Context: an optimization exercise on an open-source flow, tuned for a short achievable clock period and few clock cycles. The choices shown serve that exercise and are no tape-out recipe.
The RTL was checked by simulation tests, not by an equivalence proof against the original design.
No activity file was given, so power comes from the tool's default toggle rates.

==> inputs of job 6699 <==
==> flow/design.v <==
`timescale 1ns / 1ps
module Register (
         input  wire        clk,
         input  wire        reset,
         input  wire        wen,
         input  wire [4: 0] read_register_1,
         input  wire [4: 0] read_register_2,
         input  wire [4: 0] write_register,
         input  wire [31: 0] din,
         output wire [31: 0] dout1,
         output wire [31: 0] dout2
       );
reg [31: 0] registers [31: 1];
assign dout1 = (read_register_1 == 5'b0) ? 32'h0 : registers[read_register_1];
assign dout2 = (read_register_2 == 5'b0) ? 32'h0 : registers[read_register_2];
integer i;
always @(posedge clk)
  if (reset)
    begin
      for (i = 1; i < 32; i = i + 1)
        registers[i] <= 32'h00000000;
      registers[29] <= 32'h00002000;
    end
  else if (wen && (write_register != 5'b00000))
    registers[write_register] <= din;
endmodule
`timescale  1ns / 1ps
module PrefixAdder #(parameter W = 32, parameter L = 5) (
         input  wire [W - 1: 0] a,
         input  wire [W - 1: 0] b,
         input  wire            cin,
         output wire [W - 1: 0] s,
         output wire            cout
       );
wire [W - 1: 0] p0 = a ^ b;
wire [W - 1: 0] g0 = (a & b) | {{(W - 1){1'b0}}, p0[0] & cin};
wire [W * (L + 1) - 1: 0] gs, ps;
assign gs[W - 1: 0] = g0;
assign ps[W - 1: 0] = p0;
genvar l;
generate
  for (l = 0; l < L; l = l + 1)
    begin : lvl
      localparam D = 1 << l;
      wire [W - 1: 0] gi = gs[W * l + W - 1: W * l];
      wire [W - 1: 0] pi = ps[W * l + W - 1: W * l];
      wire [W - 1: 0] gsh = {gi[W - 1 - D: 0], {D{1'b0}}};
      wire [W - 1: 0] psh = {pi[W - 1 - D: 0], {D{1'b1}}};
      assign gs[W * (l + 1) + W - 1: W * (l + 1)] = gi | (pi & gsh);
      assign ps[W * (l + 1) + W - 1: W * (l + 1)] = pi & psh;
    end
endgenerate
wire [W: 0] c = {gs[W * L + W - 1: W * L], cin};
assign s = p0 ^ c[W - 1: 0];
assign cout = c[W];
endmodule
`timescale  1ns / 1ps
module CPU (
         clk,
         reset,
         imem_addr,
         imem_data,
         dmem_addr,
         dmem_wdata,
         dmem_wen,
         dmem_rdata
       );
input wire clk, reset;
output [8: 0] imem_addr;
input [31: 0] imem_data;
output [31: 0] dmem_addr;
output [31: 0] dmem_wdata;
output dmem_wen;
input [31: 0] dmem_rdata;
reg [31: 0] pc;
reg [31: 0] ras;        
reg [31: 0] jlast;      
reg         d_v;
reg [31: 0] d_ins, d_pc4, d_pnpc;
reg         d_pt;
reg         e_we, e_load, e_store, e_br, e_jr, e_jalr, e_pt;
reg [4: 0]  e_rd, e_sh;
reg [31: 0] e_a, e_b, e_sd, e_jt, e_pnpc, e_alt;
reg         e_fa, e_fb, e_fs;
reg         e_add, e_sub, e_and, e_or, e_xor, e_nor, e_slt, e_sltu, e_sll, e_srl, e_sra;
reg         e_beq, e_bne, e_blez, e_bgtz, e_bltz, e_bgez;
reg         m_we, m_load, m_store;
reg [4: 0]  m_rd;
reg [31: 0] m_res, m_sd;
reg         w_we;
reg [4: 0]  w_rd;
reg [31: 0] w_d;
wire stall, d_exc, ex_redir;
wire [31: 0] ex_tgt;
wire [31: 0] pc4 = {pc[31], pc[30: 0] + 31'd4};
assign imem_addr = pc[10: 2];
wire [31: 0] fi = imem_data;
wire [5: 0] f_op = fi[31: 26];
wire [5: 0] f_fn = fi[5: 0];
wire f_j = (f_op[5: 1] == 5'b00001);
wire f_jal = (f_op == 6'h03);
wire f_jr = (f_op == 6'h00) && (f_fn == 6'h08);
wire f_jalr = (f_op == 6'h00) && (f_fn == 6'h09);
wire f_bt = ((f_op == 6'h01) || (f_op[5: 2] == 4'b0001)) && fi[15];
wire [18: 0] f_lo;
PrefixAdder #(18, 5) fadd_u(.a(pc4[17: 0]), .b({fi[15: 0], 2'b00}), .cin(1'b0), .s(f_lo[17: 0]), .cout(f_lo[18]));
wire [13: 0] pc4_hi_m1 = pc4[31: 18] - 14'd1;
wire [31: 0] f_btgt = {f_lo[18] ? pc4[31: 18] : pc4_hi_m1, f_lo[17: 0]};
wire [31: 0] f_jtgt = {pc4[31: 28], fi[25: 0], 2'b00};
wire [31: 0] f_pred =
       f_j ? f_jtgt :
       f_bt ? f_btgt :
       f_jr ? ras :
       f_jalr ? jlast :
       pc4;
always @(posedge clk)
  if (reset)
    pc <= 32'h80000000;
  else if (ex_redir)
    pc <= ex_tgt;
  else if (d_exc)
    pc <= 32'h80000008;
  else if (!stall)
    pc <= f_pred;
always @(posedge clk)
  if (reset)
    ras <= 32'h0;
  else if (f_jal || f_jalr)
    ras <= pc4;
always @(posedge clk)
  if (reset)
    d_v <= 1'b0;
  else if (ex_redir || d_exc)
    d_v <= 1'b0;
  else if (!stall)
    d_v <= 1'b1;
always @(posedge clk)
  if (reset)
    begin
      d_ins <= 32'h0;
      d_pc4 <= 32'h0;
      d_pnpc <= 32'h0;
      d_pt <= 1'b0;
    end
  else if (!stall)
    begin
      d_ins <= fi;
      d_pc4 <= pc4;
      d_pnpc <= f_pred;
      d_pt <= f_bt;
    end
wire [5: 0] op = d_ins[31: 26];
wire [5: 0] fn = d_ins[5: 0];
wire [4: 0] rs = d_ins[25: 21];
wire [4: 0] rt = d_ins[20: 16];
wire [4: 0] rd = d_ins[15: 11];
wire [15: 0] imm = d_ins[15: 0];
wire r = (op == 6'h00);
wire r_sll = r && fn == 6'h00;
wire r_srl = r && fn == 6'h02;
wire r_sra = r && fn == 6'h03;
wire r_jr = r && fn == 6'h08;
wire r_jalr = r && fn == 6'h09;
wire r_add = r && (fn == 6'h20 || fn == 6'h21);
wire r_sub = r && (fn == 6'h22 || fn == 6'h23);
wire r_and = r && fn == 6'h24;
wire r_or = r && fn == 6'h25;
wire r_xor = r && fn == 6'h26;
wire r_nor = r && fn == 6'h27;
wire r_slt = r && fn == 6'h2A;
wire r_sltu = r && fn == 6'h2B;
wire r_shift = r_sll | r_srl | r_sra;
wire r_alu = r_add | r_sub | r_and | r_or | r_xor | r_nor | r_slt | r_sltu;
wire i_bz = (op == 6'h01);
wire i_jal = (op == 6'h03);
wire i_beq = (op == 6'h04);
wire i_bne = (op == 6'h05);
wire i_blez = (op == 6'h06);
wire i_bgtz = (op == 6'h07);
wire i_addi = (op == 6'h08) || (op == 6'h09);
wire i_slti = (op == 6'h0A);
wire i_sltiu = (op == 6'h0B);
wire i_andi = (op == 6'h0C);
wire i_ori = (op == 6'h0D);
wire i_xori = (op == 6'h0E);
wire i_lui = (op == 6'h0F);
wire i_lw = (op == 6'h23);
wire i_sw = (op == 6'h2B);
wire i_alu = i_addi | i_slti | i_sltiu | i_andi | i_ori | i_xori;
wire i_br = i_bz | i_beq | i_bne | i_blez | i_bgtz;
wire defined = r_shift | r_alu | r_jr | r_jalr | (op[5: 4] == 2'b00 && op[3: 0] != 4'h0) | i_lw | i_sw;
wire kernel = d_pc4[31];
assign d_exc = d_v && !kernel && !defined;
wire ok = d_v && (kernel || defined);
wire link = i_jal | r_jalr;
wire [4: 0] dest = d_exc ? 5'd26 : link ? 5'd31 : r ? rd : rt;
wire writes = d_exc || (ok && (r_shift | r_alu | link | i_alu | i_lui | i_lw));
wire d_we = writes && (dest != 5'd0);
wire use_rs = ok && (r_alu | r_jr | r_jalr | i_br | i_alu | i_lw | i_sw) && (rs != 5'd0);
wire use_rt = ok && (r_alu | r_shift | i_beq | i_bne) && (rt != 5'd0);
wire use_sd = ok && i_sw && (rt != 5'd0);
wire [31: 0] rf_rs, rf_rt;
Register regs(
           .clk(clk),
           .reset(reset),
           .wen(w_we),
           .read_register_1(rs),
           .read_register_2(rt),
           .write_register(w_rd),
           .din(w_d),
           .dout1(rf_rs),
           .dout2(rf_rt)
         );
wire [31: 0] m_wd = m_load ? dmem_rdata : m_res;
wire [31: 0] rs_val =
       (m_we && m_rd == rs) ? m_wd :
       (w_we && w_rd == rs) ? w_d :
       rf_rs;
wire [31: 0] rt_val =
       (m_we && m_rd == rt) ? m_wd :
       (w_we && w_rd == rt) ? w_d :
       rf_rt;
assign stall = e_load && ok && (r_jr | r_jalr) && e_rd == rs;
wire [31: 0] sext = {{16{imm[15]}}, imm};
wire [31: 0] zext = {16'h0, imm};
wire [31: 0] btgt;
PrefixAdder #(32, 5) badd_u(.a(d_pc4), .b({sext[29: 0], 2'b00}), .cin(1'b0), .s(btgt), .cout());
wire [31: 0] epc = d_pc4 - 32'd4;
wire [31: 0] a_next =
       d_exc ? epc :
       link ? d_pc4 :
       i_lui ? 32'h0 :
       rs_val;
wire [31: 0] b_next =
       (d_exc || link) ? 32'h0 :
       i_lui ? {imm, 16'h0} :
       (i_andi | i_ori | i_xori) ? zext :
       (i_addi | i_slti | i_sltiu | i_lw | i_sw) ? sext :
       rt_val;
wire d_br = ok && i_br && (imm != 16'h0);
wire bubble = reset || ex_redir || stall;
always @(posedge clk)
  if (bubble)
    begin
      e_we <= 1'b0;
      e_load <= 1'b0;
      e_store <= 1'b0;
      e_br <= 1'b0;
      e_jr <= 1'b0;
      e_jalr <= 1'b0;
    end
  else
    begin
      e_we <= d_we;
      e_load <= ok && i_lw;
      e_store <= ok && i_sw;
      e_br <= d_br;
      e_jr <= ok && (r_jr | r_jalr);
      e_jalr <= ok && r_jalr;
    end
always @(posedge clk)
  if (reset)
    begin
      e_pt <= 1'b0;
      e_rd <= 5'h0;
      e_sh <= 5'h0;
      e_a <= 32'h0;
      e_b <= 32'h0;
      e_sd <= 32'h0;
      e_jt <= 32'h0;
      e_pnpc <= 32'h0;
      e_alt <= 32'h0;
      e_fa <= 1'b0;
      e_fb <= 1'b0;
      e_fs <= 1'b0;
      e_add <= 1'b0;
      e_sub <= 1'b0;
      e_and <= 1'b0;
      e_or <= 1'b0;
      e_xor <= 1'b0;
      e_nor <= 1'b0;
      e_slt <= 1'b0;
      e_sltu <= 1'b0;
      e_sll <= 1'b0;
      e_srl <= 1'b0;
      e_sra <= 1'b0;
      e_beq <= 1'b0;
      e_bne <= 1'b0;
      e_blez <= 1'b0;
      e_bgtz <= 1'b0;
      e_bltz <= 1'b0;
      e_bgez <= 1'b0;
    end
  else
    begin
      e_pt <= d_pt;
      e_rd <= dest;
      e_sh <= d_ins[10: 6];
      e_a <= a_next;
      e_b <= b_next;
      e_sd <= rt_val;
      e_jt <= rs_val;
      e_pnpc <= d_pnpc;
      e_alt <= d_pt ? d_pc4 : btgt;
      e_fa <= use_rs && e_we && e_rd == rs;
      e_fb <= use_rt && e_we && e_rd == rt;
      e_fs <= use_sd && e_we && e_rd == rt;
      e_add <= !d_exc && (r_add | i_addi | i_lw | i_sw | i_lui | link) || d_exc;
      e_sub <= !d_exc && r_sub;
      e_and <= !d_exc && (r_and | i_andi);
      e_or <= !d_exc && (r_or | i_ori);
      e_xor <= !d_exc && (r_xor | i_xori);
      e_nor <= !d_exc && r_nor;
      e_slt <= !d_exc && (r_slt | i_slti);
      e_sltu <= !d_exc && (r_sltu | i_sltiu);
      e_sll <= !d_exc && r_sll;
      e_srl <= !d_exc && r_srl;
      e_sra <= !d_exc && r_sra;
      e_beq <= i_beq;
      e_bne <= i_bne;
      e_blez <= i_blez;
      e_bgtz <= i_bgtz;
      e_bltz <= i_bz && rt == 5'd0;
      e_bgez <= i_bz && rt == 5'd1;
    end
wire [31: 0] ea = e_fa ? m_wd : e_a;
wire [31: 0] eb = e_fb ? m_wd : e_b;
wire [31: 0] sum, dif;
wire dif_c;
PrefixAdder #(32, 5) add_u(.a(ea), .b(eb), .cin(1'b0), .s(sum), .cout());
PrefixAdder #(32, 5) sub_u(.a(ea), .b(~eb), .cin(1'b1), .s(dif), .cout(dif_c));
wire lt = (ea[31] ^ eb[31]) ? ea[31] : dif[31];
wire ltu = ~dif_c;
wire [31: 0] shl = eb << e_sh;
wire [31: 0] shr = eb >> e_sh;
wire [63: 0] sha64 = {{32{eb[31]}}, eb} >> e_sh;
wire [31: 0] sha = sha64[31: 0];
wire [31: 0] result =
       ({32{e_add}} & sum) |
       ({32{e_sub}} & dif) |
       ({32{e_and}} & (ea & eb)) |
       ({32{e_or}} & (ea | eb)) |
       ({32{e_xor}} & (ea ^ eb)) |
       ({32{e_nor}} & ~(ea | eb)) |
       {31'h0, (e_slt & lt) | (e_sltu & ltu)} |
       ({32{e_sll}} & shl) |
       ({32{e_srl}} & shr) |
       ({32{e_sra}} & sha);
wire eq_nn = (e_a == e_b);
wire eq_fn = (m_wd == e_b);
wire eq_nf = (e_a == m_wd);
wire eq = e_fa ? (e_fb ? 1'b1 : eq_fn) : (e_fb ? eq_nf : eq_nn);
wire az = e_fa ? (m_wd == 32'h0) : (e_a == 32'h0);
wire taken =
     (e_beq & eq) |
     (e_bne & ~eq) |
     (e_blez & (ea[31] | az)) |
     (e_bgtz & ~ea[31] & ~az) |
     (e_bltz & ea[31]) |
     (e_bgez & ~ea[31]);
wire br_redir = e_br && (taken != e_pt);
wire jr_redir = e_jr && (e_jt != e_pnpc);
assign ex_redir = br_redir || jr_redir;
assign ex_tgt = e_jr ? e_jt : e_alt;
always @(posedge clk)
  if (reset)
    jlast <= 32'h0;
  else if (e_jalr)
    jlast <= e_jt;
wire [31: 0] sd = e_fs ? m_wd : e_sd;
always @(posedge clk)
  if (reset)
    begin
      m_we <= 1'b0;
      m_load <= 1'b0;
      m_store <= 1'b0;
      m_rd <= 5'h0;
      m_res <= 32'h0;
      m_sd <= 32'h0;
    end
  else
    begin
      m_we <= e_we;
      m_load <= e_load;
      m_store <= e_store;
      m_rd <= e_rd;
      m_res <= result;
      m_sd <= sd;
    end
assign dmem_addr = m_res;
assign dmem_wdata = m_sd;
assign dmem_wen = m_store;
always @(posedge clk)
  if (reset)
    begin
      w_we <= 1'b0;
      w_rd <= 5'h0;
      w_d <= 32'h0;
    end
  else
    begin
      w_we <= m_we;
      w_rd <= m_rd;
      w_d <= m_wd;
    end
endmodule
==> flow/run.sh <==
#!/bin/bash
# synth_recipe.tcl (not shown) runs the flow's synth.tcl, then flattens the netlist and writes it again
# the make line also repeats each setting of config.mk as NAME=value (left out here)
make -C /OpenROAD-flow-scripts/flow DESIGN_CONFIG=/design/flow/config.mk WORK_HOME=/design/flow/orfs CLKGATE_MAP_FILE= SYNTH_SCRIPT=/design/flow/synth_recipe.tcl finish
==> flow/config.mk <==
export PLATFORM = sky130hd
export DESIGN_NAME = CPU
export DESIGN_NICKNAME = CPU
export VERILOG_FILES = /design/flow/design.v
export SDC_FILE = /design/flow/constraint.sdc
export NUM_CORES = 4
export LEC_CHECK = 0
export CAP_MARGIN = 20
export CORE_MARGIN = 2
export CORE_UTILIZATION = 40
export SETUP_SLACK_MARGIN = 3.5
export SLEW_MARGIN = 20
==> flow/constraint.sdc <==
create_clock -name core_clock -period 7.0 [get_ports {clk}]
set_input_delay 1.4000 -clock core_clock [delete_from_list [all_inputs] [get_ports {clk}]]
set_output_delay 1.4000 -clock core_clock [all_outputs]
set_load 0.01 [all_outputs]
==> job 7891: changes against job 6699 <==
--- a/flow/design.v
+++ b/flow/design.v
@@ -26,5 +26,5 @@
 endmodule
 `timescale  1ns / 1ps
-module PrefixAdder #(parameter W = 32, parameter L = 5) (
+module PrefixAdder #(parameter W = 32, parameter L = 6) (
          input  wire [W - 1: 0] a,
          input  wire [W - 1: 0] b,
@@ -33,9 +33,13 @@
          output wire            cout
        );
-wire [W - 1: 0] p0 = a ^ b;
-wire [W - 1: 0] g0 = (a & b) | {{(W - 1){1'b0}}, p0[0] & cin};
-wire [W * (L + 1) - 1: 0] gs, ps;
-assign gs[W - 1: 0] = g0;
-assign ps[W - 1: 0] = p0;
+localparam N = W + 1;
+wire [N - 1: 0] xa = {a, cin};
+wire [N - 1: 0] xb = {b, cin};
+wire [N - 1: 0] g = xa & xb;
+wire [N - 1: 0] t = xa | xb;
+wire [N - 1: 0] p = xa ^ xb;
+wire [N * (L + 1) - 1: 0] hs, is;
+assign hs[N - 1: 0] = g;
+assign is[N - 1: 0] = {t[N - 2: 0], 1'b0};
 genvar l;
 generate
@@ -43,15 +47,31 @@
     begin : lvl
       localparam D = 1 << l;
-      wire [W - 1: 0] gi = gs[W * l + W - 1: W * l];
-      wire [W - 1: 0] pi = ps[W * l + W - 1: W * l];
-      wire [W - 1: 0] gsh = {gi[W - 1 - D: 0], {D{1'b0}}};
-      wire [W - 1: 0] psh = {pi[W - 1 - D: 0], {D{1'b1}}};
-      assign gs[W * (l + 1) + W - 1: W * (l + 1)] = gi | (pi & gsh);
-      assign ps[W * (l + 1) + W - 1: W * (l + 1)] = pi & psh;
+      wire [N - 1: 0] hi = hs[N * l + N - 1: N * l];
+      wire [N - 1: 0] ii = is[N * l + N - 1: N * l];
+      wire [N - 1: 0] hsh;
+      wire [N - 1: 0] ish;
+      if (D < N)
+        begin : sh
+          assign hsh = {hi[N - 1 - D: 0], {D{1'b0}}};
+          assign ish = {ii[N - 1 - D: 0], {D{1'b1}}};
+        end
+      else
+        begin : nsh
+          assign hsh = {N{1'b0}};
+          assign ish = {N{1'b1}};
+        end
+      assign hs[N * (l + 1) + N - 1: N * (l + 1)] = hi | (ii & hsh);
+      assign is[N * (l + 1) + N - 1: N * (l + 1)] = ii & ish;
     end
 endgenerate
-wire [W: 0] c = {gs[W * L + W - 1: W * L], cin};
-assign s = p0 ^ c[W - 1: 0];
-assign cout = c[W];
+wire [N - 1: 0] h = hs[N * L + N - 1: N * L];
+genvar k;
+generate
+  for (k = 1; k < N; k = k + 1)
+    begin : sum
+      assign s[k - 1] = h[k - 1] ? (p[k] ^ t[k - 1]) : p[k];
+    end
+endgenerate
+assign cout = t[N - 1] & h[N - 1];
 endmodule
 `timescale  1ns / 1ps
@@ -77,10 +97,10 @@
 reg [31: 0] jlast;      
 reg         d_v;
-reg [31: 0] d_ins, d_pc4, d_pnpc;
+reg [31: 0] d_ins, d_pc4, d_pnpc, d_rsv, d_rtv;
 reg         d_pt;
 reg         e_we, e_load, e_store, e_br, e_jr, e_jalr, e_pt;
 reg [4: 0]  e_rd, e_sh;
 reg [31: 0] e_a, e_b, e_sd, e_jt, e_pnpc, e_alt;
-reg         e_fa, e_fb, e_fs;
+reg         e_fa, e_fb, e_fs, e_fal, e_fam, e_fbl, e_fbm;
 reg         e_add, e_sub, e_and, e_or, e_xor, e_nor, e_slt, e_sltu, e_sll, e_srl, e_sra;
 reg         e_beq, e_bne, e_blez, e_bgtz, e_bltz, e_bgez;
@@ -88,7 +108,7 @@
 reg [4: 0]  m_rd;
 reg [31: 0] m_res, m_sd;
-reg         w_we;
-reg [4: 0]  w_rd;
-reg [31: 0] w_d;
+reg         w_we, w2_we;
+reg [4: 0]  w_rd, w2_rd;
+reg [31: 0] w_d, w2_d;
 wire stall, d_exc, ex_redir;
 wire [31: 0] ex_tgt;
@@ -136,12 +156,16 @@
     d_v <= 1'b1;
 always @(posedge clk)
-  if (reset)
+  if (stall)
     begin
-      d_ins <= 32'h0;
-      d_pc4 <= 32'h0;
-      d_pnpc <= 32'h0;
-      d_pt <= 1'b0;
+      d_rsv <= rs_val;
+      d_rtv <= rt_val;
     end
-  else if (!stall)
+  else
+    begin
+      d_rsv <= rf_rs;
+      d_rtv <= rf_rt;
+    end
+always @(posedge clk)
+  if (!stall)
     begin
       d_ins <= fi;
@@ -205,6 +229,6 @@
            .reset(reset),
            .wen(w_we),
-           .read_register_1(rs),
-           .read_register_2(rt),
+           .read_register_1(fi[25: 21]),
+           .read_register_2(fi[20: 16]),
            .write_register(w_rd),
            .din(w_d),
@@ -213,17 +237,26 @@
          );
 wire [31: 0] m_wd = m_load ? dmem_rdata : m_res;
+wire rs_m = m_we && m_rd == rs;
+wire rs_w = w_we && w_rd == rs;
+wire rs_w2 = w2_we && w2_rd == rs;
+wire rt_m = m_we && m_rd == rt;
+wire rt_w = w_we && w_rd == rt;
+wire rt_w2 = w2_we && w2_rd == rt;
 wire [31: 0] rs_val =
-       (m_we && m_rd == rs) ? m_wd :
-       (w_we && w_rd == rs) ? w_d :
-       rf_rs;
+       rs_m ? m_wd :
+       rs_w ? w_d :
+       rs_w2 ? w2_d :
+       d_rsv;
 wire [31: 0] rt_val =
-       (m_we && m_rd == rt) ? m_wd :
-       (w_we && w_rd == rt) ? w_d :
-       rf_rt;
-assign stall = e_load && ok && (r_jr | r_jalr) && e_rd == rs;
+       rt_m ? m_wd :
+       rt_w ? w_d :
+       rt_w2 ? w2_d :
+       d_rtv;
+assign stall = e_load && ok && (((r_jr | r_jalr | i_br) && use_rs && e_rd == rs) ||
+                                (i_br && use_rt && e_rd == rt));
 wire [31: 0] sext = {{16{imm[15]}}, imm};
 wire [31: 0] zext = {16'h0, imm};
 wire [31: 0] btgt;
-PrefixAdder #(32, 5) badd_u(.a(d_pc4), .b({sext[29: 0], 2'b00}), .cin(1'b0), .s(btgt), .cout());
+PrefixAdder #(32, 6) badd_u(.a(d_pc4), .b({sext[29: 0], 2'b00}), .cin(1'b0), .s(btgt), .cout());
 wire [31: 0] epc = d_pc4 - 32'd4;
 wire [31: 0] a_next =
@@ -264,13 +297,10 @@
       e_pt <= 1'b0;
       e_rd <= 5'h0;
-      e_sh <= 5'h0;
-      e_a <= 32'h0;
-      e_b <= 32'h0;
-      e_sd <= 32'h0;
-      e_jt <= 32'h0;
-      e_pnpc <= 32'h0;
-      e_alt <= 32'h0;
       e_fa <= 1'b0;
       e_fb <= 1'b0;
+      e_fal <= 1'b0;
+      e_fam <= 1'b0;
+      e_fbl <= 1'b0;
+      e_fbm <= 1'b0;
       e_fs <= 1'b0;
       e_add <= 1'b0;
@@ -296,13 +326,10 @@
       e_pt <= d_pt;
       e_rd <= dest;
-      e_sh <= d_ins[10: 6];
-      e_a <= a_next;
-      e_b <= b_next;
-      e_sd <= rt_val;
-      e_jt <= rs_val;
-      e_pnpc <= d_pnpc;
-      e_alt <= d_pt ? d_pc4 : btgt;
       e_fa <= use_rs && e_we && e_rd == rs;
       e_fb <= use_rt && e_we && e_rd == rt;
+      e_fal <= use_rs && e_we && e_load && e_rd == rs;
+      e_fam <= use_rs && e_we && !e_load && e_rd == rs;
+      e_fbl <= use_rt && e_we && e_load && e_rd == rt;
+      e_fbm <= use_rt && e_we && !e_load && e_rd == rt;
       e_fs <= use_sd && e_we && e_rd == rt;
       e_add <= !d_exc && (r_add | i_addi | i_lw | i_sw | i_lui | link) || d_exc;
@@ -324,10 +351,20 @@
       e_bgez <= i_bz && rt == 5'd1;
     end
-wire [31: 0] ea = e_fa ? m_wd : e_a;
-wire [31: 0] eb = e_fb ? m_wd : e_b;
+always @(posedge clk)
+  begin
+    e_sh <= d_ins[10: 6];
+    e_a <= a_next;
+    e_b <= b_next;
+    e_sd <= rt_val;
+    e_jt <= rs_val;
+    e_pnpc <= d_pnpc;
+    e_alt <= d_pt ? d_pc4 : btgt;
+  end
+wire [31: 0] ea = ({32{e_fal}} & dmem_rdata) | ({32{e_fam}} & m_res) | ({32{~e_fa}} & e_a);
+wire [31: 0] eb = ({32{e_fbl}} & dmem_rdata) | ({32{e_fbm}} & m_res) | ({32{~e_fb}} & e_b);
 wire [31: 0] sum, dif;
 wire dif_c;
-PrefixAdder #(32, 5) add_u(.a(ea), .b(eb), .cin(1'b0), .s(sum), .cout());
-PrefixAdder #(32, 5) sub_u(.a(ea), .b(~eb), .cin(1'b1), .s(dif), .cout(dif_c));
+PrefixAdder #(32, 6) add_u(.a(ea), .b(eb), .cin(1'b0), .s(sum), .cout());
+PrefixAdder #(32, 6) sub_u(.a(ea), .b(~eb), .cin(1'b1), .s(dif), .cout(dif_c));
 wire lt = (ea[31] ^ eb[31]) ? ea[31] : dif[31];
 wire ltu = ~dif_c;
@@ -336,27 +373,30 @@
 wire [63: 0] sha64 = {{32{eb[31]}}, eb} >> e_sh;
 wire [31: 0] sha = sha64[31: 0];
-wire [31: 0] result =
-       ({32{e_add}} & sum) |
-       ({32{e_sub}} & dif) |
+wire [31: 0] other =
        ({32{e_and}} & (ea & eb)) |
        ({32{e_or}} & (ea | eb)) |
        ({32{e_xor}} & (ea ^ eb)) |
        ({32{e_nor}} & ~(ea | eb)) |
-       {31'h0, (e_slt & lt) | (e_sltu & ltu)} |
        ({32{e_sll}} & shl) |
        ({32{e_srl}} & shr) |
        ({32{e_sra}} & sha);
+wire slt_bit = (e_slt & lt) | (e_sltu & ltu);
+wire [31: 0] result =
+       ({32{e_add}} & sum) |
+       ({32{e_sub}} & dif) |
+       {other[31: 1], other[0] | slt_bit};
 wire eq_nn = (e_a == e_b);
-wire eq_fn = (m_wd == e_b);
-wire eq_nf = (e_a == m_wd);
+wire eq_fn = (m_res == e_b);
+wire eq_nf = (e_a == m_res);
 wire eq = e_fa ? (e_fb ? 1'b1 : eq_fn) : (e_fb ? eq_nf : eq_nn);
-wire az = e_fa ? (m_wd == 32'h0) : (e_a == 32'h0);
+wire az = e_fa ? (m_res == 32'h0) : (e_a == 32'h0);
+wire an = e_fa ? m_res[31] : e_a[31];
 wire taken =
      (e_beq & eq) |
      (e_bne & ~eq) |
-     (e_blez & (ea[31] | az)) |
-     (e_bgtz & ~ea[31] & ~az) |
-     (e_bltz & ea[31]) |
-     (e_bgez & ~ea[31]);
+     (e_blez & (an | az)) |
+     (e_bgtz & ~an & ~az) |
+     (e_bltz & an) |
+     (e_bgez & ~an);
 wire br_redir = e_br && (taken != e_pt);
 wire jr_redir = e_jr && (e_jt != e_pnpc);
@@ -376,6 +416,4 @@
       m_store <= 1'b0;
       m_rd <= 5'h0;
-      m_res <= 32'h0;
-      m_sd <= 32'h0;
     end
   else
@@ -385,7 +423,10 @@
       m_store <= e_store;
       m_rd <= e_rd;
-      m_res <= result;
-      m_sd <= sd;
     end
+always @(posedge clk)
+  begin
+    m_res <= result;
+    m_sd <= sd;
+  end
 assign dmem_addr = m_res;
 assign dmem_wdata = m_sd;
@@ -396,5 +437,4 @@
       w_we <= 1'b0;
       w_rd <= 5'h0;
-      w_d <= 32'h0;
     end
   else
@@ -402,5 +442,20 @@
       w_we <= m_we;
       w_rd <= m_rd;
-      w_d <= m_wd;
+    end
+always @(posedge clk)
+  begin
+    w_d <= m_wd;
+    w2_d <= w_d;
+  end
+always @(posedge clk)
+  if (reset)
+    begin
+      w2_we <= 1'b0;
+      w2_rd <= 5'h0;
+    end
+  else
+    begin
+      w2_we <= w_we;
+      w2_rd <= w_rd;
     end
 endmodule
Settings changed: CORE_UTILIZATION 40 to 55, SETUP_SLACK_MARGIN 3.5 to 4.5.
==> comparison <==
Worst hold slack: job 7891 is worse than job 6699 (0.11 ns). Against job 7891, the power of job 6699 is smaller by 13%. Between job 6699 and job 7891, the lower non-clock buffer count is in job 6699 (gap 518). Critical path depth: job 6699 is higher than job 7891 (6). Between job 6699 and job 7891, the lower sequential power is in job 6699 (gap about 9%, measured against job 7891).
Testbench counts of job 6699, summed over its fixed seeds: cycles 64,628.
Testbench counts of job 7891, summed over its fixed seeds: cycles 64,629.

## re-timing with driven ports
In the flow no input, the clock included, has a driving cell. The finished layouts below were timed again as built, in two steps.
Step 1 assumes that a clkbuf_16 drives the clock port and a buf_2 every other input.
Step 2 times the ports against the registers' clock, not the clock port: input delays grow and output delays shrink by t, the midpoint of the rising clock arrivals with the driver on.
a / b / c = ideal / step 1 / step 2; a / b = the first two.
run	t, ns	slack for setup (ns)	worst data-port slew with drivers (ns)
job 6699	0.916	2.281 / 2.294 / 1.426	0.06
job 7891	0.939	3.236 / 3.236 / 2.367	0.44
After both steps every run listed still meets setup and hold. For job 7891, which loses most, drivers alone change the setup slack by 0.000 ns; drivers and shift together by -0.869 ns.
